This is an optimization exercise on Yosys and OpenROAD, whose aim is small area, a short achievable clock period and few clock cycles per item, not a production implementation. The RTL was checked by simulation tests, not by an equivalence proof against the original design. Power figures rest on the tool's default switching activity, not on a simulated workload.

v15:
==> flow/design.v (excerpt) <==
module mult32x32 (
    input logic clk,             
    input logic reset,           
    input logic start,           
    input logic [31:0] a,        
    input logic [31:0] b,        
    output logic busy,           
    output logic [63:0] product  
);
Size: about 2,800 cells after synthesis, about 130 flip-flops.
export LEC_CHECK = 0
export CAP_MARGIN = 20
export CORE_MARGIN = 2
export CORE_UTILIZATION = 40
export CTS_CLUSTER_DIAMETER = 100
export CTS_CLUSTER_SIZE = 40
export SLEW_MARGIN = 20
export SYNTH_HIERARCHICAL = 1
export SYNTH_MINIMUM_KEEP_SIZE = 0
create_clock -name core_clock -period 12.0 [get_ports {clk}]
standard.sh (not shown) runs the stock make flow with config.mk's settings and CLKGATE_MAP_FILE= SYNTH_SCRIPT=/design/flow/synth_recipe.tcl, a recipe that flattens the netlist after the stock synthesis.
==> flow/flow/run.sh <==
#!/bin/bash
# Standard ORFS layout, with a plain buffer on each port and a tighter
# setup target for repair_timing.
set -euo pipefail
export BUFFER_PORTS_ARGS="-buffer_cell sky130_fd_sc_hd__buf_2"
export SETUP_SLACK_MARGIN=5.5
bash standard.sh > standard.log 2>&1
v15: no failed stages, no open violations at the end
Testbench counts of v15, summed over its fixed seeds: cycles 3,200, items 3,200.
--- input diff v15..v22 ---
==> flow/flow/run.sh <==
#!/bin/bash
# Standard ORFS layout, with a plain buffer on each port and a tighter
# setup target for repair_timing.
set -euo pipefail
export BUFFER_PORTS_ARGS="-buffer_cell sky130_fd_sc_hd__buf_2"
export SETUP_SLACK_MARGIN=5
bash standard.sh > standard.log 2>&1
-- flow/config.mk --
<<< v15, line 9
export CORE_MARGIN = 2
export CORE_UTILIZATION = 40
export CTS_CLUSTER_DIAMETER = 100
export CTS_CLUSTER_SIZE = 40
export SLEW_MARGIN = 20
>>> v22, line 9
export CORE_MARGIN = 2
export CORE_UTILIZATION = 60
export SLEW_MARGIN = 20
Results
Fraction of power spent switching nets, v22 and v15: higher on v22
Delta (v22 minus v15): part of the total power dissipated in the clock network neither gained nor lost much; cell count of the worst hold path lost 1; fraction of standard cell area that is sequential picked up an extra 0.60 points; worst path setup slack after routing lost 0.53 ns.
Compared with v15, v22 ends up with a smaller final cell area.
Diff v15 -> v22: die area went down by 24,000 sq um; register-to-register slack went down by 0.16 ns; clock-pin slew reported for the worst setup and hold paths after clock tree synthesis was more or less identical.
> inputs changed (v22 -> v12)
==> flow/run.sh (new file) <==
#!/bin/bash
# synth_recipe.tcl (not shown) runs the flow's synth.tcl, then flattens the netlist and writes it again
# the make line also repeats each setting of config.mk as NAME=value (left out here)
make -C /OpenROAD-flow-scripts/flow DESIGN_CONFIG=/design/flow/config.mk WORK_HOME=/design/flow/orfs CLKGATE_MAP_FILE= SYNTH_SCRIPT=/design/flow/synth_recipe.tcl finish
-- flow/config.mk --
<<< v22, line 7
export LEC_CHECK = 0
export CAP_MARGIN = 20
export CORE_MARGIN = 2
export CORE_UTILIZATION = 60
export SLEW_MARGIN = 20
>>> v12, line 7
export LEC_CHECK = 0
export ABC_AREA = 1
export CAP_MARGIN = 20
export CORE_MARGIN = 2
export CORE_UTILIZATION = 40
export SETUP_SLACK_MARGIN = 5
export SLEW_MARGIN = 20
removed: flow/flow/run.sh
removed: flow/standard.sh
### Flow results
- Looking at relative contribution of combinational cells to total power, v12 sits above v22.
- v12: switching power as a share of total power lower than v22
- The final standard cell utilization of the core of v12 falls short of that of v22 by 20 points.
- Total design power of v12 exceeds that of v22 by a few percent.
- Final-layout worst hold slack ended up 0.43 ns lower on v12 than on v22.
- Timing, DRC, antenna: 0 failures across v12 and v22
- For v12, the peak-usage layer in the global routing report was met2, unlike v22, where it was met1.
- Changes observed in v12 relative to v22: ratio of cells with drive above 1 in the final layout shows a reduction of 3.0 points; leakage power of the design shows an increase of about 25%; summed area of non-filler cells in the final layout shows an increase of about 11%; largest vdd supply drop shows a reduction of 0.14 mV.
Here is what was changed in the inputs of v58 compared with v12.
==> flow/flow/run.sh (new file) <==
#!/bin/bash
# Standard ORFS layout, with a plain buffer on each port and a tighter
# setup target for repair_timing.
set -euo pipefail
export BUFFER_PORTS_ARGS="-buffer_cell sky130_fd_sc_hd__buf_2"
export SETUP_SLACK_MARGIN=5
bash standard.sh > standard.log 2>&1
==> flow/standard.sh (new file) <==
#!/bin/bash
# synth_recipe.tcl (not shown) runs the flow's synth.tcl, then flattens the netlist and writes it again
# the make line also repeats each setting of config.mk as NAME=value (left out here)
make -C /OpenROAD-flow-scripts/flow DESIGN_CONFIG=/design/flow/config.mk WORK_HOME=/design/flow/orfs CLKGATE_MAP_FILE= SYNTH_SCRIPT=/design/flow/synth_recipe.tcl "${@:-finish}"
-- flow/config.mk --
<<< v12, line 7
export LEC_CHECK = 0
export ABC_AREA = 1
export CAP_MARGIN = 20
>>> v58, line 7
export LEC_CHECK = 0
export CAP_MARGIN = 20
<<< v12, line 11
export CORE_UTILIZATION = 40
export SETUP_SLACK_MARGIN = 5
export SLEW_MARGIN = 20
>>> v58, line 10
export CORE_UTILIZATION = 40
export SLEW_MARGIN = 20
removed: flow/run.sh
Notes after the runs:
Between v58 and v12, the clock-pin transition on the worst setup and hold timing paths figures differ only marginally.
Run comparison: v58 commonest non-fill, non-tap cell in the layout sky130_fd_sc_hd__xnor2_1; v12 commonest non-fill, non-tap cell in the layout sky130_fd_sc_hd__nand2_1
v58 vs. v12: clock latency on the worst-skew pair decreased 0.02 ns, net count after synthesis decreased 17%.
Relative to v12, the leakage power figure of v58 is lower by 2.8 nW.
Taking v58 over v12, the total wire length after detailed routing ratio works out to 0.927.
v12 → v58: total power saw a decrease, via count saw a decrease, first-iteration DRC count saw an increase, clock-buffer cell count saw an increase, multiplexer share of the synthesized area saw an increase.
In v58, portion of total power attributed to the clock network is higher than in v12.

## static timing again, ports no longer ideal
How much do the figures lean on ideal ports? The routed layouts below were timed once more, with nothing changed but the port constraints. Step 1 sets driving cells, clkbuf_16 on the clock port and buf_2 on the other inputs (assumed; they add their load-dependent delay and slew). Step 2 adds t to the input delays and takes it off the output delays; t is the mean of the earliest and latest rising clock arrival at the registers after step 1. Input paths then give back, and output paths get back, about the clock's delay inside the block. Three values: no drivers, after step 1, after step 2; two values: the first two.
| run | shift t [ns] | setup WS [ns] | worst setup path at the end | slew at the worst register clock pin (ns) | cell pins on the clock port's net |
|---|---|---|---|---|---|
| v15 | 0.497 | 5.529 / 5.555 / 5.058 | input to register | 0.07 / 0.07 | 1 |
| v22 | 0.490 | 5.004 / 5.045 / 4.555 | input to register | 0.07 / 0.07 | 1 |
| v12 | 0.521 | 5.102 / 5.147 / 4.626 | input to register | 0.07 / 0.07 | 1 |
| v58 | 0.504 | 5.106 / 5.142 / 4.638 | input to register | 0.06 / 0.06 | 1 |
After both steps setup and hold are still met in every run listed. For v12, which loses most, drivers alone change the setup slack by +0.045 ns; drivers and shift together by -0.476 ns.
